This is an optimization exercise on Yosys and OpenROAD, whose aim is small area, not a production implementation.
Only simulation tests tie the RTL to the original design; equivalence was not proved.
Power figures rest on the tool's default switching activity, not on a simulated workload.

<file path="design.v">
module ITVM(clk,rst,vehicleType,destination,seatType,numSeat,confirm,paymentMethod,mobileBank,tk50,tk100,tk500,tk1000,cashin,ticket,totalFare, returnMoney);
input clk, rst;
input [1:0]vehicleType;  
input destination; 
input [1:0]seatType;  
input [11:0]numSeat;
input confirm;
input paymentMethod; 
input mobileBank;  
input tk50;
input tk100;
input tk500;
input tk1000;
output [13:0]cashin;
output ticket;
output [13:0]returnMoney;
output [13:0] totalFare;
reg [12:0] cash;
reg [2:0] pend;
localparam P_NONE = 3'd0, P_50 = 3'd1, P_100 = 3'd2, P_500 = 3'd3, P_1000 = 3'd4;
reg [11:0] fare;
reg [12:0] ret;
reg [3:0] state;
localparam
Start = 4'd0,
chooseVehicle = 4'd1,
chooseDestination = 4'd2,
calculation = 4'd3,
confirmation = 4'd4,
choosePayment = 4'd5,
mobilebaking = 4'd6,
cashcount = 4'd7,
ticketOut = 4'd8,
returnticket = 4'd9,
ticketStart = 4'd10,  
resetStart = 4'd11;  
assign cashin = {cash, 1'b0};
assign totalFare = {fare, 2'b00};
assign returnMoney = {ret, 1'b0};
assign ticket = (state == ticketStart);
function [12:0] rca;
  input [12:0] a, b;
  input ci;
  integer i;
  reg c;
  begin
    c = ci;
    for (i = 0; i < 13; i = i + 1) begin
      rca[i] = a[i] ^ b[i] ^ c;
      c = (a[i] & b[i]) | (c & (a[i] ^ b[i]));
    end
  end
endfunction
reg [8:0] addv;
always @(*) begin
  case (pend)
    P_50: addv = 9'd25;
    P_100: addv = 9'd50;
    P_500: addv = 9'd250;
    P_1000: addv = 9'd500;
    default: addv = 9'd0;
  endcase
end
wire [12:0] ncSum = rca(cash, {4'd0, addv}, 1'b0);
wire [12:0] noteCounter = (state == resetStart) ? 13'd0 : ncSum;
always @(posedge clk) begin
  cash <= noteCounter;
  if (tk50) pend <= P_50;
  else if (tk100) pend <= P_100;
  else if (tk500) pend <= P_500;
  else if (tk1000) pend <= P_1000;
  else pend <= P_NONE;
end
reg valid, a4, a8, b1, b2, bn;
always @(*) begin
  valid = 1'b1;
  {a4, a8, b1, b2, bn} = 5'b00000;
  case ({vehicleType, destination, seatType})
    5'b00_0_00: {a4, b2} = 2'b11;           
    5'b00_0_01: a4 = 1'b1;                  
    5'b00_1_00: {a8, b2} = 2'b11;           
    5'b00_1_01: {a4, b1} = 2'b11;           
    5'b01_0_00: a4 = 1'b1;                  
    5'b01_0_01: {a4, bn} = 2'b11;           
    5'b01_1_00: {a4, b1} = 2'b11;           
    5'b01_1_01: {a4, bn} = 2'b11;           
    5'b10_0_00: a4 = 1'b1;                  
    5'b10_0_01: b2 = 1'b1;                  
    5'b10_1_00: {a8, bn} = 2'b11;           
    5'b10_1_01: {a4, b1} = 2'b11;           
    5'b11_0_10: a8 = 1'b1;                  
    5'b11_0_11: a4 = 1'b1;                  
    5'b11_1_10: {a8, b2} = 2'b11;           
    5'b11_1_11: {a4, b2} = 2'b11;           
    default: valid = 1'b0;
  endcase
  if (rst) {a4, a8, b1, b2, bn} = 5'b00000;
end
wire aero = (vehicleType == 2'b11);
wire [11:0] x = numSeat;
wire [11:0] xp = {rca({3'd0, x[11:2]}, {3'd0, x[9:0] & {10{aero}}}, 1'b0), x[1:0]};
wire [11:0] opA = ({12{a4}} & {xp[9:0], 2'b0}) | ({12{a8}} & {xp[8:0], 3'b0});
wire [11:0] opB = ({12{b1}} & xp) | ({12{b2}} & {xp[10:0], 1'b0}) | ({12{bn}} & ~xp);
wire [11:0] z = rca({1'b0, opA}, {1'b0, opB}, bn);
wire [11:0] t1 = {z[8:0], 3'b0};
wire [11:0] t2 = {z[7:0], 4'b0};
wire [11:0] cs = z ^ t1 ^ t2;
wire [11:0] cc = ((z & t1) | (z & t2) | (t1 & t2));
wire [11:0] prod = rca({1'b0, cs}, {1'b0, cc[10:0], 1'b0}, 1'b0);
wire [12:0] dsum = rca({1'b0, cash[12:1]}, {1'b0, ~fare}, 1'b1);
wire [11:0] diff = dsum[11:0];
wire nb = dsum[12];             
wire same = (diff == 12'd0);    
wire eq = same & !cash[0];
wire gt = nb & !eq;
always @(posedge clk) begin
  if (rst || (state == calculation && valid)) fare <= prod;
  if (rst) begin
    state <= resetStart;
    ret <= 13'd0;
  end else begin
    ret <= 13'd0;
    case (state)
      Start, ticketStart, resetStart: state <= chooseVehicle;
      chooseVehicle: state <= chooseDestination;
      chooseDestination: state <= calculation;
      calculation: if (valid) state <= confirmation;
      confirmation: state <= confirm ? choosePayment : Start;
      choosePayment: state <= paymentMethod ? mobilebaking : cashcount;
      mobilebaking: state <= mobileBank ? ticketOut : Start;
      cashcount: state <= gt ? returnticket : (eq ? ticketOut : cashcount);
      ticketOut: state <= ticketStart;
      returnticket: begin
        state <= ticketStart;
        ret <= {diff, cash[0]};
      end
      default: state <= Start;
    endcase
  end
end
endmodule
</file>
<file path="standard.sh">
#!/bin/bash
# synth_recipe.tcl (not shown) runs the flow's synth.tcl, then flattens the netlist and writes it again
# the make line also repeats each setting of config.mk as NAME=value (left out here)
make -C /OpenROAD-flow-scripts/flow DESIGN_CONFIG=/design/flow/config.mk WORK_HOME=/design/flow/orfs CLKGATE_MAP_FILE= SYNTH_SCRIPT=/design/flow/synth_recipe.tcl "${@:-finish}"
</file>
<file path="flow/mysynth.tcl">
# The standard flow's synthesis script (synth_recipe.tcl), with three changes for area:
#  - only full adders are extracted as adder cells; half adders stay plain
#    logic for ABC to map;
#  - just before ABC maps the logic, rtlil_pol.py picks for each full adder
#    whether to use it with all pins inverted (a full adder is self-dual),
#    so that fewer inverters end up between adders, flip-flops and ports;
#  - ABC runs an area-oriented script (abc_area.script beside this file)
#    instead of ORFS's speed script.
set my_dir [file dirname [file normalize [info script]]]
proc synth {args} { yosys synth -nofsm -noshare {*}$args }
proc extract_fa {args} { yosys extract_fa -fa }
proc abc {args} {
  set pre $::env(RESULTS_DIR)/1_2_pre_abc.il
  set post $::env(RESULTS_DIR)/1_2_pre_abc_pol.il
  yosys write_rtlil $pre
  set py python3
  if {[info exists ::env(PYTHON_EXE)] && $::env(PYTHON_EXE) ne ""} { set py $::env(PYTHON_EXE) }
  exec $py $::my_dir/rtlil_pol.py $pre $post $::env(DESIGN_NAME) >@ stdout 2>@ stdout
  yosys design -reset
  yosys read_rtlil $post
  yosys hierarchy -top $::env(DESIGN_NAME)
  set i [lsearch $args -script]
  if {$i >= 0} { lset args [expr {$i + 1}] $::my_dir/abc_area.script }
  yosys abc {*}$args
}
source $::env(SCRIPTS_DIR)/synth.tcl
# left out here: clear keep_hierarchy, flatten, clean up, hide names made inside functions, write 1_2_yosys.v
</file>
<file path="flow/run.sh">
#!/bin/bash
# The standard layout (standard.sh), with three changes:
#  - synthesis is flow/mysynth.tcl: area-oriented ABC, and a choice of
#    full-adder polarity that saves inverters (flow/rtlil_pol.py);
#  - port buffers are buf_1 cells instead of the default choice;
#  - clock tree synthesis adds no dummy loads to the clock nets.
# Each tool's output is in the ORFS logs under orfs/logs; standard.log has the rest.
set -euo pipefail
here=$(pwd)
bash standard.sh SYNTH_SCRIPT="$here/flow/mysynth.tcl" \
  BUFFER_PORTS_ARGS="-buffer_cell sky130_fd_sc_hd__buf_1" \
  CTS_ARGS="-sink_clustering_enable -repair_clock_nets -dont_use_dummy_load" \
  finish > standard.log 2>&1
</file>
<file path="constraint.sdc">
create_clock -name core_clock -period 10.0 [get_ports {clk}]
set_input_delay 2.0000 -clock core_clock [delete_from_list [all_inputs] [get_ports {clk}]]
set_output_delay 2.0000 -clock core_clock [all_outputs]
set_load 0.01 [all_outputs]
</file>
<file path="config.mk">
export PLATFORM = sky130hd
export DESIGN_NAME = ITVM
export DESIGN_NICKNAME = ITVM
export VERILOG_FILES = /design/flow/design.v
export SDC_FILE = /design/flow/constraint.sdc
export NUM_CORES = 4
export LEC_CHECK = 0
export CAP_MARGIN = 20
export CORE_MARGIN = 2
export CORE_UTILIZATION = 75
export SLEW_MARGIN = 20
</file>
<file path="flow/abc_area.script">
&get -n
&st
&deepsyn -T 20
&put
dch -f
amap
</file>
<file path="flow/rtlil_pol.py">
#!/usr/bin/env python3
"""Full-adder polarity choice before ABC (own synthesis step).

A full adder is self-dual: inverting its three inputs inverts both outputs.
Reads the RTLIL dump taken just before ABC maps the logic, and for each
full-adder cell (sky130_fd_sc_hd__fa_1) chooses whether to use it with all
its pins inverted, so that fewer inverters are left where ABC cannot fold
them into other gates: between two full adders, or between a full adder and
a flip-flop, a port or a primary input. Inverted pins get $_NOT_ cells, which
ABC merges with the logic around them. The function is unchanged.
Usage: rtlil_pol.py in.il out.il top
"""
import re, sys, random

src, dst, top = sys.argv[1], sys.argv[2], sys.argv[3]
text = open(src).read()
mstart = text.index('\nmodule \\%s\n' % top) + 1
mend = text.index('\nend\n', mstart) + 1
mod = text[mstart:mend]
lines = mod.split('\n')

FA = '\\sky130_fd_sc_hd__fa_1'
FA_OUT = {'COUT', 'SUM'}
LOGIC = {'$_AND_', '$_OR_', '$_XOR_', '$_XNOR_', '$_NAND_', '$_NOR_', '$_ANDNOT_',
         '$_ORNOT_', '$_MUX_', '$_NMUX_', '$_AOI3_', '$_OAI3_', '$_AOI4_', '$_OAI4_'}
OUTPINS = {'Y', 'Q', 'X', 'COUT', 'SUM', 'HI', 'LO', 'Q_N'}

wires = {}
ports_in, ports_out = set(), set()
for l in lines:
    m = re.match(r'\s*wire\s+(.*)$', l)
    if m:
        toks = m.group(1).split()
        name = toks[-1]
        width = 1; off = 0
        i = 0
        while i < len(toks) - 1:
            if toks[i] == 'width': width = int(toks[i + 1]); i += 2
            elif toks[i] == 'offset': off = int(toks[i + 1]); i += 2
            elif toks[i] in ('input', 'output', 'inout'):
                (ports_in if toks[i] == 'input' else ports_out).add(name); i += 2
            elif toks[i] == 'upto': i += 1
            else: i += 1
        wires[name] = (width, off)

tok_re = re.compile(r"\{|\}|\d+'[01xzm-]+|[\\$]\S+(?:\s+\[\d+(?::\d+)?\])?")
def bits(spec):
    out = []
    for t in tok_re.findall(spec):
        if t in '{}': continue
        if t[0].isdigit():
            n, v = t.split("'")
            out.extend(('const', c) for c in reversed(v))
            continue
        m = re.match(r'(\S+)(?:\s+\[(\d+)(?::(\d+))?\])?$', t)
        name, a, b = m.group(1), m.group(2), m.group(3)
        w, off = wires[name]
        if a is None:
            out.extend((name, off + k) for k in range(w))
        elif b is None:
            out.append((name, int(a)))
        else:
            out.extend((name, k) for k in range(int(b), int(a) + 1))
    # tok list is MSB first inside concatenations; RTLIL sigspecs list MSB first
    return out
def bits_lsb(spec):
    # RTLIL writes concatenations MSB first and ranges as [hi:lo]; return LSB first
    parts = []
    s = spec.strip()
    if s.startswith('{'):
        inner = s[1:-1]
        for t in tok_re.findall(inner):
            parts.append(t)
        res = []
        for t in reversed(parts):
            res.extend(bits(t))
        return res
    return bits(s)

parent = {}
def find(x):
    while parent.get(x, x) != x:
        parent[x] = parent.get(parent[x], parent[x]); x = parent[x]
    return x
def union(a, b):
    ra, rb = find(a), find(b)
    if ra == rb: return
    if ra[0] == 'const': ra, rb = rb, ra
    parent[ra] = rb

cells = []  # (type, name, {pin: spec}, line index of 'cell', line index of 'end')
i = 0
while i < len(lines):
    l = lines[i]
    m = re.match(r'  cell (\S+) (\S+)$', l)
    if m:
        conns = {}
        j = i + 1
        while not lines[j].startswith('  end'):
            mm = re.match(r'    connect \\(\S+) (.*)$', lines[j])
            if mm: conns[mm.group(1)] = mm.group(2)
            j += 1
        cells.append((m.group(1), m.group(2), conns, i, j))
        i = j + 1
        continue
    m = re.match(r'  connect (.*)$', l)
    if m:
        # split the two sigspecs
        s = m.group(1)
        toks = []
        depth = 0; cur = ''
        for t in re.findall(r"\{|\}|\d+'[01xzm-]+|[\\$]\S+(?:\s+\[\d+(?::\d+)?\])?", s):
            cur += t + ' '
            if t == '{': depth += 1
            elif t == '}': depth -= 1
            if depth == 0:
                toks.append(cur.strip()); cur = ''
        a, b = bits_lsb(toks[0]), bits_lsb(toks[1])
        for x, y in zip(a, b): union(x, y)
    i += 1

def pinbit(spec):
    b = bits_lsb(spec)
    assert len(b) == 1, spec
    return b[0]

# drivers and consumers per net root
drv = {}
cons = {}
for ci, (t, n, conns, _, _) in enumerate(cells):
    for p, s in conns.items():
        b = find(pinbit(s))
        if p in OUTPINS:
            drv[b] = (ci, p)
        else:
            cons.setdefault(b, []).append((ci, p))
for w in ports_in:
    for k in range(wires[w][0]):
        drv.setdefault(find((w, wires[w][1] + k)), ('PI', None))
outbits = set()
for w in ports_out:
    for k in range(wires[w][0]):
        outbits.add(find((w, wires[w][1] + k)))

# families through $_NOT_ chains
fam = {}
def family(b):
    if b in fam: return fam[b]
    d = drv.get(b)
    if d and d[0] != 'PI' and cells[d[0]][0] == '$_NOT_':
        base, pol = family(find(pinbit(cells[d[0]][2]['A'])))
        r = (base, pol ^ 1)
    else:
        r = (b, 0)
    fam[b] = r
    return r

fas = [ci for ci, c in enumerate(cells) if c[0] == FA]
kind = {}
bneeds = {}   # base -> list of (consumer fa or None, pol)
for b in set(list(drv.keys()) + list(cons.keys()) + list(outbits)):
    base, pol = family(b)
    for ci, p in cons.get(b, []):
        t = cells[ci][0]
        if t == '$_NOT_': continue
        if t in LOGIC:
            bneeds.setdefault(base, []).append((-1, pol))
            continue
        bneeds.setdefault(base, []).append((ci if t == FA else None, pol))
    if b in outbits:
        bneeds.setdefault(base, []).append((None, pol))
def drvkind(base):
    if base[0] == 'const': return ('const', None)
    d = drv.get(base)
    if d is None or d[0] == 'PI': return ('fixed', None)
    t = cells[d[0]][0]
    if t == FA: return ('fa', d[0])
    if t in LOGIC: return ('logic', None)
    return ('fixed', None)
dk = {b: drvkind(b) for b in bneeds}
flip = {f: 0 for f in fas}
touch = {f: set() for f in fas}
for b, xs in bneeds.items():
    if dk[b][0] == 'fa': touch[dk[b][1]].add(b)
    for f, _ in xs:
        if f is not None and f != -1: touch[f].add(b)
LW = 0.0  # inverters next to other logic: ABC folds them into the gates
def inv_needed(b):
    k, f = dk[b]
    if k == 'const': return 0
    hard = set(pol ^ (flip[c] if c is not None else 0) for c, pol in bneeds[b] if c != -1)
    soft = set(pol for c, pol in bneeds[b] if c == -1)
    if k == 'logic':
        return 1 if len(hard) > 1 else 0
    P = flip[f] if k == 'fa' else 0
    if any(n != P for n in hard): return 1
    return LW if any(n != P for n in soft) else 0
def cost(): return sum(inv_needed(b) for b in bneeds)

start = cost(); best = start; best_flip = dict(flip)
rng = random.Random(1)
for rnd in range(200):
    if rnd:
        flip = dict(best_flip)
        for f in rng.sample(fas, max(1, len(fas) // 8)): flip[f] ^= 1
    improved = True
    while improved:
        improved = False
        for f in fas:
            before = sum(inv_needed(b) for b in touch[f])
            flip[f] ^= 1
            after = sum(inv_needed(b) for b in touch[f])
            if after < before: improved = True
            elif after > before or rng.random() < 0.5: flip[f] ^= 1
    c = cost()
    if c < best: best, best_flip = c, dict(flip)
flip = best_flip

# rewrite. Flipped full adders drive new wires, and a $_NOT_ restores each
# original output net. Then every full-adder input is wired to the base of its
# signal, or to one shared $_NOT_ of that base, as its polarity needs.
new_wires, new_cells = [], []
out_lines = list(lines)
def sig(bit):
    if bit[0] == 'const': return "1'" + bit[1]
    w, i = bit
    width, off = wires.get(w, (1, 0))
    return w if width == 1 and off == 0 and i == 0 else '%s [%d]' % (w, i)
def setpin(f, p, spec):
    t, n, conns, li, le = cells[f]
    for j in range(li + 1, le):
        if out_lines[j].startswith('    connect \\%s ' % p):
            out_lines[j] = '    connect \\%s %s' % (p, spec)
k = 0
overrides = {}
def newwire():
    global k
    w = '$polfix$w%d' % k; k += 1
    new_wires.append('  wire %s' % w)
    wires[w] = (1, 0)
    return w
for f in fas:
    if not flip[f]: continue
    conns = cells[f][2]
    for p in ('COUT', 'SUM'):
        if p not in conns: continue
        w = newwire()
        new_cells.append('  cell $_NOT_ $polfix$c%d\n    connect \\A %s\n    connect \\Y %s\n  end' % (k, w, conns[p]))
        setpin(f, p, w)
        b = find(pinbit(conns[p]))
        overrides[b] = ((w, 0), 1)     # the output net is now the inverse of the new wire
        overrides[(w, 0)] = ((w, 0), 0)
fam.clear()
fam.update(overrides)
inv_of = {}
for f in fas:
    conns = cells[f][2]
    for p in ('A', 'B', 'CIN'):
        if p not in conns: continue
        b = find(pinbit(conns[p]))
        base, pol = family(b)
        if base[0] == 'const':
            val = base[1] if (pol ^ flip[f]) == 0 else {'0': '1', '1': '0'}.get(base[1], base[1])
            setpin(f, p, "1'" + val)
            continue
        if (pol ^ flip[f]) == 0:
            setpin(f, p, sig(base))
        else:
            if base not in inv_of:
                w = newwire()
                new_cells.append('  cell $_NOT_ $polfix$c%d\n    connect \\A %s\n    connect \\Y %s\n  end' % (k, sig(base), w))
                inv_of[base] = w
            setpin(f, p, inv_of[base])
first_cell = next(j for j, l in enumerate(out_lines) if l.startswith('  cell ') or l.startswith('  attribute '))
out_lines[first_cell:first_cell] = new_wires
body = '\n'.join(out_lines)
if not body.endswith('\n'): body += '\n'
body += '\n'.join(new_cells) + '\n'
open(dst, 'w').write(text[:mstart] + body + text[mend:])
sys.stderr.write('rtlil_pol: %d full adders, %d flipped; boundary inverter cost %g -> %g\n'
                 % (len(fas), sum(flip.values()), start, best))
</file>
==> results.sh, run 1 <==
export IMPL_clk_latency_ns=0.29
export IMPL_end_kind="flop"
export IMPL_htreeDepth=2
export IMPL_cts_inserted_buffers=5
export IMPL_grt_pass1_wl_mm=10.3
export IMPL_synth_seq_cells=45
export IMPL_period_minus_slack_ns=9.48
export IMPL_p_total_uw=939
export IMPL_final_setup_viol_count=0
export IMPL_async_flop_share_pct=0
export IMPL_slew_violations=0
export IMPL_synth_distinct_cells=29
export IMPL_cts_buffer_depth=2
export IMPL_vias=2424
export IMPL_powerDensity_nw_per_um2=277
export IMPL_drt_first_pass_iters=4
export IMPL_place_hpwl_mm=5.30
export IMPL_overflow=0
export IMPL_p_seq_share_pct=34.2
export IMPL_synth_most_common_cell="fa_1"
export IMPL_antenna_found_initial=0
export IMPL_fillers=219
export IMPL_grt_max_degree=14
export IMPL_fin_setup_tns_ns=0
export IMPL_start_util_pct=76.6
export IMPL_clock_fmax_mhz=105
export IMPL_slew_headroom_pct=37.5
export IMPL_hold_viol_final=0
export IMPL_cp_start_kind="input pin"
export IMPL_yosysSeqAreaShare_pct=33.8
export IMPL_ios=69
export IMPL_synthCells=302
export IMPL_p_switching_uw=410
export IMPL_crit_required_ns=10.05
export IMPL_crit_type="in2reg"
export IMPL_final_layout_size_suffix_gt1_share_pct=2.96
export IMPL_avgViaCountPerCell=5.76
export IMPL_p_leak_uw=0.00129
export IMPL_synth_edf_count=12
export IMPL_clk_pin_slew_ns=0.09
export IMPL_rows=23
export IMPL_swShare_pct=43.7
export IMPL_syn_to_final_growth_pct=12.5
export IMPL_fp_dieW_um=67.4
export IMPL_antenna_left=0
export IMPL_clkPwrFrac_pct=10.7
export IMPL_grt_pass1_vias=2311
export IMPL_power_internal_uw=529
export IMPL_rsz0062_at_grt="false"
export IMPL_io_buffer_count=64
export IMPL_dieHeight_um=67.4
export IMPL_yosys_area_top_type="fa_1"
export IMPL_run_status="no timing/DRC/antenna violations"
export IMPL_crit_arrival_ns=9.53
export IMPL_ir_worst_vdd_mv=0.233
export IMPL_synth_area_leaders="fa_1 32%, dfxtp_1 22%, edfxtp_1 12%, clkinv_1 5.6%, nor2_1 5.0%"
export IMPL_cts_sinks=45
export IMPL_grt_usage_pct=31.1
export IMPL_cp_max_fo=12
export IMPL_syn_area_um2=3020
export IMPL_diodes=0
export IMPL_synth_top_area_share_pct=32.5
export IMPL_finClkSkew_ns=0.0192
export IMPL_hold_buffers=0
export IMPL_comb_power_share_pct=55.1
export IMPL_yosysWarnings=1
export IMPL_cts_tree="done"
export IMPL_clock_root_buffer="clkbuf_8"
export IMPL_synthFlopType="dfxtp_1"
export IMPL_drc=0
export IMPL_maxCapViolCount=0
export IMPL_avgSynthCellArea_um2=10.0
export IMPL_first_iter_violations=127
export IMPL_finalWirelength_mm=6.27
export IMPL_whs_ns=0.508
export IMPL_place_gp_congestion=0.837
export IMPL_post_drt_wl_per_cell_um=14.9
export IMPL_core_um2=3940
export IMPL_layout_nets=448
export IMPL_period_share_pct=94.8
export IMPL_worst_slew_pin_slew_ns=0.934
export IMPL_min_path_type="reg2reg"
export IMPL_dieArea_um2=4550
export IMPL_synth_common_cells="49 x fa_1, 45 x clkinv_1, 40 x nor2_1, 33 x dfxtp_1, 22 x o21ai_0"
export IMPL_final_util_pct=86.1
-- cell families after synthesis --
logic type,Yosys count,synth area share (%)
other,1,0.124
and+or+nand+nor,92,14.2
AOI/OAI and AO/OA,63,12.4
DFF,45,33.8
adders and majority gates,49,32.5
buffers and inverters,52,6.96
-- area by class of cell --
cell class	instances	area, µm²	share of cell area [%]
multi-input cells	208	1800	53.1
flip-flops and latches	45	1020	30.1
repair buffers	68	270	7.96
inverters	45	169	4.97
clock buffers	5	68.8	2.03
well taps	50	62.6	1.84
-- layout by cell type (no fill, tap or decap), drive strengths merged, types with 2 or more instances in the layout --
master	n
conb	4
or3	4
clkinv	45
nor2	40
o21a	3
clkbuf	5
and3	2
o21ai	22
nor3	3
a21oi	10
fa	49
dfxtp	33
buf	68
edfxtp	12
nor2b	16
nand3	6
nand4	4
nand2	14
o2111ai	2
o22ai	20
-- path summary, 6_finish.rpt --
kind	start	to	slack, ns	cells past startpoint
setup reg to reg	cash[2]	state[1]	3.80	18
setup / recovery	rst	fare[11]	0.52	27
hold reg to reg	cash[12]	cash[12]	0.51	1
hold / removal	cash[12]	cash[12]	0.51	1
-- what timing repair did --
action,CTS,global route
gates resized for setup,0,2
buffers inserted,0,0
hold endpoints to repair,0,0
setup endpoints to repair,0,1
-- metrics by stage --
step	setup slack, ns	cells	area, µm²
after floorplan	0.0917	305	3030
after global placement	0.449	416	3320
after detailed placement	0.0170	416	3320
after CTS	0.327	421	3390
after global routing	0.0370	421	3400
final	0.518	421	3400
-- state kept, by name, summed over array words and instances (netlist names) --
register,flops
pend,3
state,4
ret,13
cash,13
fare,12
-- power by group through the flow --
| stage | logic (µW) | registers [µW] | clock network (µW) |
|---|---|---|---|
| after floorplan | 329 | 338 | 0 |
| after global placement | 481 | 323 | 0 |
| after detailed placement | 516 | 326 | 0 |
| after CTS | 518 | 322 | 101 |
| after global routing | 589 | 330 | 107 |
| final | 518 | 321 | 100 |
-- routing by layer --
metal / vias up / routed length, µm / track usage, %
li1: 1146 / - / -
met1: 1152 / 2410 / 38.8
met5: - / 0 / 0
met3: 14 / 470 / 6.00
met4: 0 / 97 / 9.18
met2: 112 / 3290 / 55.3
-- worst max-delay path: stages --
cell and delay [ns]:
buf_1 0.12, or3_1 0.40, o21ai_0 0.29, nand2b_2 0.21
o21ai_0 0.17, a21oi_1 0.10, nor2b_1 0.16, buf_4 0.18
o22ai_1 0.11, o21ai_0 0.14, fa_1 0.46, fa_1 0.46
fa_1 0.44, fa_1 0.45, fa_1 0.64, fa_1 0.50
fa_1 0.46, fa_1 0.40, fa_1 0.42, fa_1 0.40
fa_1 0.39, a21oi_1 0.17, nor2_1 0.06, a21oi_1 0.14
o21ai_0 0.11, nor2_1 0.10, a21oi_1 0.04
==> run 2: changes to the inputs <==
--- a/config.mk
+++ b/config.mk
@@ -9,3 +9,3 @@
 export CORE_MARGIN = 2
-export CORE_UTILIZATION = 75
+export CORE_UTILIZATION = 40
 export SLEW_MARGIN = 20
==> results.sh, run 2 <==
export IMPL_hold_viol_final=0
export IMPL_overflow=0
export IMPL_multi_input_area_um2=1820
export IMPL_swShare_pct=43.4
export IMPL_htreeDepth=2
export IMPL_synth_common_cells="49 x fa_1, 45 x clkinv_1, 40 x nor2_1, 33 x dfxtp_1, 22 x o21ai_0"
export IMPL_grt_max_degree=15
export IMPL_fin_area_um2=3470
export IMPL_avgSynthCellArea_um2=10.0
export IMPL_syn_to_final_growth_pct=15.0
export IMPL_io_buffer_count=64
export IMPL_place_gp_congestion=0.861
export IMPL_rsz0062_at_grt="false"
export IMPL_start_util_pct=41.4
export IMPL_post_drt_wl_per_cell_um=12.7
export IMPL_async_flop_share_pct=0
export IMPL_finalWirelength_mm=5.98
export IMPL_r2r_worst_path_cells=18
export IMPL_worstHoldEndpoint="cash[12]"
export IMPL_fillers=742
export IMPL_dpl_cell_area_um2=3390
export IMPL_grt_most_used_layer="met2"
export IMPL_reg_top3="cash: 13 flops, ret: 13 flops, fare: 12 flops"
export IMPL_dieHeight_um=90.9
export IMPL_avgViaCountPerCell=4.89
export IMPL_rows=31
export IMPL_maxCapViolCount=0
export IMPL_yosysWarnings=1
export IMPL_crit_type="in2reg"
export IMPL_regToRegStartpoint="cash[2]"
export IMPL_synth_distinct_cells=29
export IMPL_clkPwrFrac_pct=10.8
export IMPL_synth_edf_count=12
export IMPL_synth_seq_cells=45
export IMPL_seqCellArea_um2=1020
export IMPL_min_path_type="reg2reg"
export IMPL_cts_inserted_buffers=5
export IMPL_p_switching_uw=402
export IMPL_first_iter_violations=125
export IMPL_synth_top_area_share_pct=32.5
export IMPL_period_minus_slack_ns=9.23
export IMPL_p_total_uw=926
export IMPL_crit_required_ns=10.03
export IMPL_min_delay_start="cash[12]"
export IMPL_stdcell_count=470
export IMPL_cp_start_kind="input pin"
export IMPL_core_um2=7290
export IMPL_comb_power_share_pct=54.5
export IMPL_layout_commonest_cell="buf_1"
export IMPL_period_share_pct=92.3
export IMPL_clk_latency_ns=0.30
export IMPL_ios=69
export IMPL_p_seq_share_pct=34.7
export IMPL_final_cell_mix="64 x buf_1, 47 x fa_1, 45 x clkinv_1"
export IMPL_worst_slew_pin_slew_ns=0.983
export IMPL_synthCells=302
export IMPL_antenna_left=0
export IMPL_diodes=0
export IMPL_slew_violations=0
export IMPL_finClkSkew_ns=0.0187
export IMPL_clock_root_buffer="clkbuf_8"
export IMPL_place_hpwl_mm=5.09
export IMPL_clock_fmax_mhz=108
export IMPL_final_layout_size_suffix_gt1_share_pct=3.50
export IMPL_cp_max_fo=10
export IMPL_fin_setup_tns_ns=0
export IMPL_ir_worst_vdd_mv=0.105
export IMPL_layout_nets=448
export IMPL_crit_arrival_ns=9.26
export IMPL_p_leak_uw=0.00129
export IMPL_grt_pass1_vias=2196
export IMPL_syn_area_um2=3020
export IMPL_synth_area_leaders="fa_1 32%, dfxtp_1 22%, edfxtp_1 12%, clkinv_1 5.6%, nor2_1 5.0%"
export IMPL_r2r_end="state[1]"
export IMPL_clk_pin_slew_ns=0.09
export IMPL_power_internal_uw=524
export IMPL_met1_usage_pct=20.2
export IMPL_drt_first_pass_iters=4
export IMPL_final_setup_viol_count=0
export IMPL_vias=2300
export IMPL_final_util_pct=47.6
export IMPL_yosysSeqAreaShare_pct=33.8
export IMPL_run_status="no timing/DRC/antenna violations"
export IMPL_drc=0
export IMPL_antenna_found_initial=0
export IMPL_synthFlopType="dfxtp_1"
export IMPL_place_inst=465
export IMPL_grt_met3_usage_pct=3.59
export IMPL_cts_tree="done"
export IMPL_post_cts_setup_buffers=0
export IMPL_grt_usage_pct=15.2
export IMPL_dieArea_um2=8260
export IMPL_hold_path_depth=1
export IMPL_slew_headroom_pct=34.2
export IMPL_synth_most_common_cell="fa_1"
export IMPL_grt_pass1_wl_mm=10.0
export IMPL_fp_dieW_um=90.9
export IMPL_cts_sinks=45
export IMPL_reg2reg_setup_slack_ns=3.83
export IMPL_cts_buffer_depth=2
export IMPL_end_kind="flop"
export IMPL_yosys_area_top_type="fa_1"
export IMPL_powerDensity_nw_per_um2=267
export IMPL_grtUsageMet2_pct=24.6
-- run 2: cell counts after synthesis --
No cell type changed its count.
-- run 2: worst max path at each step --
stage                              start  endpoint  cells past startpoint
final                                rst  fare[11]                     28
after CTS                            rst  fare[11]                     28
after global placement               rst  fare[11]                     28
after detailed placement             rst  fare[11]                     28
after global routing                 rst  fare[11]                     28
after floorplan           vehicleType[1]  fare[11]                     28
-- run 2: worst max-delay path, stage by stage --
cell      delay [ns]
buf_1           0.18
clkinv_1        0.19
nand3_1         0.16
o21ai_0         0.14
nand2b_2        0.20
o21ai_0         0.16
a21oi_1         0.17
nor2b_1         0.20
o32ai_1         0.12
clkinv_1        0.15
o21ai_0         0.13
fa_1            0.44
fa_1            0.45
fa_1            0.44
fa_2            0.65
fa_1            0.46
fa_1            0.44
fa_1            0.39
fa_1            0.39
fa_1            0.41
fa_1            0.39
fa_1            0.39
a21oi_1         0.17
nor2_1          0.06
a21oi_1         0.14
o21ai_0         0.11
nor2_1          0.10
a21oi_1         0.04
-- run 2: cells by family after synthesis --
logic type	count (synthesis)	synth area share, %
DFF	45	33.8
AOI/OAI and AO/OA	63	12.4
adders and majority gates	49	32.5
other	1	0.124
buffers and inverters	52	6.96
and+or+nand+nor	92	14.2
-- run 2: power groups by stage --
stage          clock network (µW)  registers [µW]  logic (µW)
5_1_grt                       113             332         581
3_3_place_gp                    0             327         500
3_5_place_dp                    0             327         506
2_1_floorplan                   0             338         329
6_report                     99.9             321         505
4_1_cts                       104             323         511
-- run 2: what timing repair did --
action                                  CTS  global route
endpoints found under the setup margin    0             1
hold buffers                              0             0
gates resized for setup                   0             3
-- run 2: through the flow --
stage / setup WS (ns) / hold slack [ns]
2_1_floorplan: 0.0917 / 0.488
3_3_place_gp: 0.499 / 0.481
3_5_place_dp: 0.294 / 0.500
4_1_cts: 0.583 / 0.515
5_1_grt: 0.0440 / 0.545
6_report: 0.772 / 0.517
-- run 2: per-layer routing --
| metal | up-vias | wire length [µm] |
|---|---|---|
| met5 | - | 0 |
| met1 | 1091 | 2620 |
| met4 | 0 | 82 |
| met2 | 60 | 2950 |
| li1 | 1141 | - |
| met3 | 8 | 327 |
-- run 2: area by class of cell --
type                            count  area share [%]
Multi-Input combinational cell    208            52.4
Inverter                           45            4.86
Clock buffer                        5            1.98
Sequential cell                    45            29.4
Tap cell                           99            3.57
Timing Repair Buffer               68            7.78
==> run 3: changes to the inputs <==
--- a/config.mk
+++ b/config.mk
@@ -9,3 +9,3 @@
 export CORE_MARGIN = 2
-export CORE_UTILIZATION = 40
+export CORE_UTILIZATION = 65
 export SLEW_MARGIN = 20
==> results.sh, run 3 <==
export IMPL_maxCapViolCount=0
export IMPL_final_layout_size_suffix_gt1_share_pct=2.70
export IMPL_syn_area_um2=3020
export IMPL_first_iter_violations=80
export IMPL_place_ws_ns=0.182
export IMPL_htreeDepth=2
export IMPL_reg_top3="cash: 13 flops, ret: 13 flops, fare: 12 flops"
export IMPL_clkPwrFrac_pct=10.3
export IMPL_period_share_pct=94.2
export IMPL_cts_inserted_buffers=5
export IMPL_place_hpwl_mm=5.31
export IMPL_grt_pass1_vias=2210
export IMPL_final_cell_mix="64 x buf_1, 49 x fa_1, 45 x clkinv_1"
export IMPL_place_inst=418
export IMPL_synth_edf_count=12
export IMPL_p_leak_uw=0.00129
export IMPL_grt_pass1_wl_mm=10.2
export IMPL_crit_type="in2reg"
export IMPL_swShare_pct=43.9
export IMPL_p_switching_uw=415
export IMPL_fp_dieW_um=72.2
export IMPL_grt_max_degree=15
export IMPL_yosys_area_top_type="fa_1"
export IMPL_post_cts_setup_buffers=0
export IMPL_io_buffer_count=64
export IMPL_clock_root_buffer="clkbuf_8"
export IMPL_layout_commonest_cell="buf_1"
export IMPL_p_total_uw=947
export IMPL_slew_violations=0
export IMPL_rsz0062_at_grt="false"
export IMPL_clk_latency_ns=0.30
export IMPL_post_drt_wl_per_cell_um=14.9
export IMPL_clock_fmax_mhz=106
export IMPL_cp_max_fo=10
export IMPL_antenna_found_initial=0
export IMPL_hold_viol_final=0
export IMPL_dieHeight_um=72.2
export IMPL_avgViaCountPerCell=5.51
export IMPL_synth_top_area_share_pct=32.5
export IMPL_syn_to_final_growth_pct=12.5
export IMPL_rows=24
export IMPL_path_delay_family="adder cells"
export IMPL_overflow=0
export IMPL_crit_required_ns=10.05
export IMPL_crit_top_cell="fa_1"
export IMPL_antenna_left=0
export IMPL_hold_buffers=0
export IMPL_ir_worst_vdd_mv=0.215
export IMPL_cp_start_kind="input pin"
export IMPL_vias=2332
export IMPL_synth_seq_cells=45
export IMPL_p_seq_share_pct=34.2
export IMPL_cts_sinks=45
export IMPL_worst_slew_pin_slew_ns=0.911
export IMPL_comb_power_share_pct=55.4
export IMPL_cts_tree="done"
export IMPL_run_status="no timing/DRC/antenna violations"
export IMPL_ios=69
export IMPL_multi_input_area_um2=1800
export IMPL_synth_most_common_cell="fa_1"
export IMPL_end_kind="flop"
export IMPL_min_path_type="reg2reg"
export IMPL_final_setup_viol_count=0
export IMPL_yosysWarnings=1
export IMPL_finalWirelength_mm=6.31
export IMPL_slew_headroom_pct=39.0
export IMPL_start_util_pct=68.4
export IMPL_grt_usage_pct=26.1
export IMPL_seqCellArea_um2=1020
export IMPL_period_minus_slack_ns=9.42
export IMPL_clk_pin_slew_ns=0.08
export IMPL_synth_common_cells="49 x fa_1, 45 x clkinv_1, 40 x nor2_1, 33 x dfxtp_1, 22 x o21ai_0"
export IMPL_timing_critical_path_buf_inv=3
export IMPL_synthCells=302
export IMPL_synth_area_leaders="fa_1 32%, dfxtp_1 22%, edfxtp_1 12%, clkinv_1 5.6%, nor2_1 5.0%"
export IMPL_setup_slack_ns=0.581
export IMPL_place_gp_congestion=0.901
export IMPL_drt_first_pass_iters=4
export IMPL_powerDensity_nw_per_um2=279
export IMPL_fin_setup_tns_ns=0
export IMPL_cts_buffer_depth=2
export IMPL_drc=0
export IMPL_avgSynthCellArea_um2=10.0
export IMPL_dieArea_um2=5210
export IMPL_yosysSeqAreaShare_pct=33.8
export IMPL_power_internal_uw=532
export IMPL_crit_arrival_ns=9.47
export IMPL_core_um2=4410
export IMPL_stdcell_count=423
export IMPL_synth_distinct_cells=29
export IMPL_slowest_delay_ns=0.63
export IMPL_finClkSkew_ns=0.0265
export IMPL_cpMaxStageDelayCell="fa_1"
export IMPL_async_flop_share_pct=0
export IMPL_synthFlopType="dfxtp_1"
export IMPL_diodes=0
export IMPL_layout_nets=448
export IMPL_fillers=326
==> run 3: worst paths after layout <==
kind	start	endpoint	slack (ns)	cells past startpoint
setup / recovery	vehicleType[0]	fare[11]	0.58	29
setup reg to reg	cash[2]	state[1]	3.48	18
hold / removal	cash[12]	cash[12]	0.50	1
hold reg to reg	cash[12]	cash[12]	0.50	1
==> run 3: cell families after synthesis <==
logic type	synth area share, %
and+or+nand+nor	14.2
AOI/OAI and AO/OA	12.4
buffers and inverters	6.96
adders and majority gates	32.5
DFF	33.8
other	0.124
==> run 3: through the flow <==
stage	utilization, %	hold WS [ns]	instance area (µm²)
detailed placement	75.3	0.488	3320
global route	76.9	0.539	3400
CTS	76.9	0.497	3390
floorplan	-	0.488	3030
global placement	75.3	0.482	3320
finish	76.9	0.496	3400
==> run 3: timing repair <==
action	in CTS	in global routing
endpoints found under the setup margin	0	1
resized for setup	0	1
endpoints found under the hold margin	0	0
==> run 3: area by class of cell <==
cell class,count,area share (%)
multi-input cells,208,53.1
flip-flops and latches,45,30.1
repair buffers,68,7.96
inverters,45,4.97
clock buffers,5,2.03
well taps,52,1.92
==> run 3: power by group through the flow <==
stage / clock, µW / combinational (µW) / sequential [µW]
floorplan: 0 / 329 / 338
global placement: 0 / 484 / 325
detailed placement: 0 / 522 / 329
CTS: 100 / 524 / 324
global route: 107 / 589 / 332
finish: 97.9 / 525 / 324
==> run 3: per-layer routing <==
| metal | wire length [µm] | track usage, % |
|---|---|---|
| met1 | 2580 | 34.8 |
| met2 | 3210 | 44.0 |
| met3 | 419 | 4.72 |
| met4 | 97 | 8.18 |
| met5 | 0 | 0 |
==> run 4: changes to the inputs <==
--- a/flow/run.sh
+++ b/flow/run.sh
@@ -11,3 +11,3 @@
   BUFFER_PORTS_ARGS="-buffer_cell sky130_fd_sc_hd__buf_1" \
-  CTS_ARGS="-sink_clustering_enable -repair_clock_nets -dont_use_dummy_load" \
+  CTS_ARGS="-sink_clustering_enable -repair_clock_nets -dont_use_dummy_load -root_buf sky130_fd_sc_hd__clkbuf_8 -buf_list {sky130_fd_sc_hd__clkbuf_4}" \
   finish > standard.log 2>&1
--- a/config.mk
+++ b/config.mk
@@ -9,3 +9,3 @@
 export CORE_MARGIN = 2
-export CORE_UTILIZATION = 65
+export CORE_UTILIZATION = 75
 export SLEW_MARGIN = 20
==> results.sh, run 4 <==
export IMPL_finClkSkew_ns=0.0192
export IMPL_cts_inserted_buffers=5
export IMPL_cpMaxStageDelayCell="fa_1"
export IMPL_dieHeight_um=67.4
export IMPL_regToRegStartpoint="cash[2]"
export IMPL_timing_critical_path_buf_inv=2
export IMPL_synth_area_leaders="fa_1 32%, dfxtp_1 22%, edfxtp_1 12%, clkinv_1 5.6%, nor2_1 5.0%"
export IMPL_path_delay_family="adder cells"
export IMPL_place_hpwl_mm=5.30
export IMPL_cp_start_kind="input pin"
export IMPL_power_internal_uw=529
export IMPL_avgSynthCellArea_um2=10.0
export IMPL_clk_pin_slew_ns=0.09
export IMPL_endpoint="fare[11]"
export IMPL_syn_area_um2=3020
export IMPL_r2r_worst_path_cells=18
export IMPL_synth_edf_count=12
export IMPL_grt_usage_pct=31.1
export IMPL_clkPwrFrac_pct=10.7
export IMPL_clk_latency_ns=0.29
export IMPL_clock_fmax_mhz=105
export IMPL_final_cell_mix="64 x buf_1, 49 x fa_1, 45 x clkinv_1"
export IMPL_slew_violations=0
export IMPL_grt_pass1_vias=2311
export IMPL_synthCells=302
export IMPL_synth_most_common_cell="fa_1"
export IMPL_dpl_cell_area_um2=3320
export IMPL_fin_area_um2=3400
export IMPL_powerDensity_nw_per_um2=277
export IMPL_antenna_left=0
export IMPL_crit_start="rst"
export IMPL_fin_setup_tns_ns=0
export IMPL_cts_tree="done"
export IMPL_crit_arrival_ns=9.53
export IMPL_p_switching_uw=410
export IMPL_avgViaCountPerCell=5.76
export IMPL_yosysWarnings=1
export IMPL_p_seq_share_pct=34.2
export IMPL_async_flop_share_pct=0
export IMPL_period_share_pct=94.8
export IMPL_dieArea_um2=4550
export IMPL_worst_slew_pin_slew_ns=0.934
export IMPL_r2r_end="state[1]"
export IMPL_grt_pass1_wl_mm=10.3
export IMPL_comb_power_share_pct=55.1
export IMPL_yosys_area_top_type="fa_1"
export IMPL_cts_buffer_depth=2
export IMPL_htreeDepth=2
export IMPL_drt_first_pass_iters=4
export IMPL_final_layout_size_suffix_gt1_share_pct=2.96
export IMPL_first_iter_violations=127
export IMPL_synthFlopType="dfxtp_1"
export IMPL_stdcell_count=421
export IMPL_clock_root_buffer="clkbuf_8"
export IMPL_p_leak_uw=0.00129
export IMPL_multi_input_area_um2=1800
export IMPL_antenna_found_initial=0
export IMPL_layout_nets=448
export IMPL_min_path_type="reg2reg"
export IMPL_syn_to_final_growth_pct=12.5
export IMPL_crit_type="in2reg"
export IMPL_reg2reg_setup_slack_ns=3.80
export IMPL_yosysSeqAreaShare_pct=33.8
export IMPL_overflow=0
export IMPL_hold_viol_final=0
export IMPL_rows=23
export IMPL_crit_required_ns=10.05
export IMPL_period_minus_slack_ns=9.48
export IMPL_ios=69
export IMPL_diodes=0
export IMPL_synth_common_cells="49 x fa_1, 45 x clkinv_1, 40 x nor2_1, 33 x dfxtp_1, 22 x o21ai_0"
export IMPL_slowest_delay_ns=0.64
export IMPL_run_status="no timing/DRC/antenna violations"
export IMPL_cts_sinks=45
export IMPL_end_kind="flop"
export IMPL_vias=2424
export IMPL_maxCapViolCount=0
export IMPL_seqCellArea_um2=1020
export IMPL_start_util_pct=76.6
export IMPL_fp_dieW_um=67.4
export IMPL_drc=0
export IMPL_place_inst=416
export IMPL_reg_top3="cash: 13 flops, ret: 13 flops, fare: 12 flops"
export IMPL_synth_distinct_cells=29
export IMPL_cp_max_fo=12
export IMPL_io_buffer_count=64
export IMPL_layout_commonest_cell="buf_1"
export IMPL_grt_max_degree=14
export IMPL_place_gp_congestion=0.837
export IMPL_ir_worst_vdd_mv=0.233
export IMPL_crit_top_cell="fa_1"
export IMPL_synth_seq_cells=45
export IMPL_fillers=219
export IMPL_synth_top_area_share_pct=32.5
export IMPL_rsz0062_at_grt="false"
export IMPL_finalWirelength_mm=6.27
export IMPL_core_um2=3940
export IMPL_post_drt_wl_per_cell_um=14.9
export IMPL_crit_cells=27
export IMPL_post_cts_setup_buffers=0
export IMPL_slew_headroom_pct=37.5
export IMPL_swShare_pct=43.7
export IMPL_final_util_pct=86.1
export IMPL_final_setup_viol_count=0
## run 4: stage by stage
stage                     hold WS, ns  setup slack [ns]  total power [µW]
final                           0.508             0.518               939
after detailed placement        0.500            0.0170               842
after CTS                       0.511             0.327               941
after global routing            0.517            0.0370              1030
after floorplan                 0.488            0.0917               667
after global placement          0.492             0.449               804
## run 4: repair_timing
action,4_1_cts,5_1_grt
hold endpoints to repair,0,0
hold buffers,0,0
gates resized for setup,0,2
endpoints found under the setup margin,0,1
## run 4: worst min-delay path by stage
stage / to / from / cells past startpoint
after CTS: cash[12] / cash[12] / 1
after detailed placement: cash[12] / cash[12] / 1
after floorplan: ret[0] / cash[0] / 2
final: cash[12] / cash[12] / 1
after global placement: ret[0] / cash[0] / 2
after global routing: cash[12] / cash[12] / 1
## run 4: cell type report
type	instances	area share [%]
well taps	50	1.84
inverters	45	4.97
clock buffers	5	2.03
repair buffers	68	7.96
multi-input cells	208	53.1
flip-flops and latches	45	30.1
## run 4: logic make-up (layout without fill, tap and decap cells)
logic type / count (synthesis) / count (layout) / synth area share, %
adder cells (fa/ha/maj): 49 / 49 / 32.5
AND/OR/NAND/NOR: 92 / 92 / 14.2
flip-flops: 45 / 45 / 33.8
buffers and inverters: 52 / 118 / 6.96
AO/OA/AOI/OAI: 63 / 63 / 12.4
other: 1 / 4 / 0.124
## run 4: power by group through the flow
stage	Sequential, µW	Combinational [µW]	Clock [µW]
6_report	321	518	100
5_1_grt	330	589	107
4_1_cts	322	518	101
3_5_place_dp	326	516	0
3_3_place_gp	323	481	0
2_1_floorplan	338	329	0
## run 4: worst register-to-register path, delay by kind of cell (launching register included)
| family | cells | cell delay [ns] |
|---|---|---|
| compound gates | 1 | 0.12 |
| fa+ha+maj | 11 | 4.53 |
| buf+inv | 2 | 0.25 |
| flops | 1 | 0.41 |
| simple gates | 4 | 0.75 |
## run 4: layer usage
metal | vias up | track usage (%) | part of all wire [%]
met5 | - | 0 | 0
met4 | 0 | 9.18 | 1.5
met3 | 14 | 6.00 | 7.5
met2 | 112 | 55.3 | 52
met1 | 1152 | 38.8 | 39
li1 | 1146 | - | -

-- port drivers added, routing unchanged --
No port has a modelled driver above. Below, the same layouts with a new extraction and two added sets of constraints. Step 1 assumes that a clkbuf_16 drives the clock port and a buf_2 every other input. Step 2 times the ports against the registers' clock, not the clock port: input delays grow and output delays shrink by t, the midpoint of the rising clock arrivals with the driver on. Slacks: ideal ports / drivers / drivers and shift; pairs: ideal ports / drivers.
run | shift t [ns] | setup WS [ns] | worst setup path at the end | worst data-port slew with drivers (ns)
run 1 | 0.308 | 0.518 / 0.523 / 0.215 | input to register | 0.03
run 2 | 0.315 | 0.772 / 0.777 / 0.462 | input to register | 0.03
run 3 | 0.314 | 0.581 / 0.592 / 0.278 | input to register | 0.03
run 4 | 0.308 | 0.518 / 0.523 / 0.215 | input to register | 0.03
After both steps setup and hold are still met in every run listed. The setup slack of run 2, which loses most, moves by +0.005 ns with the drivers and by -0.310 ns with both steps.
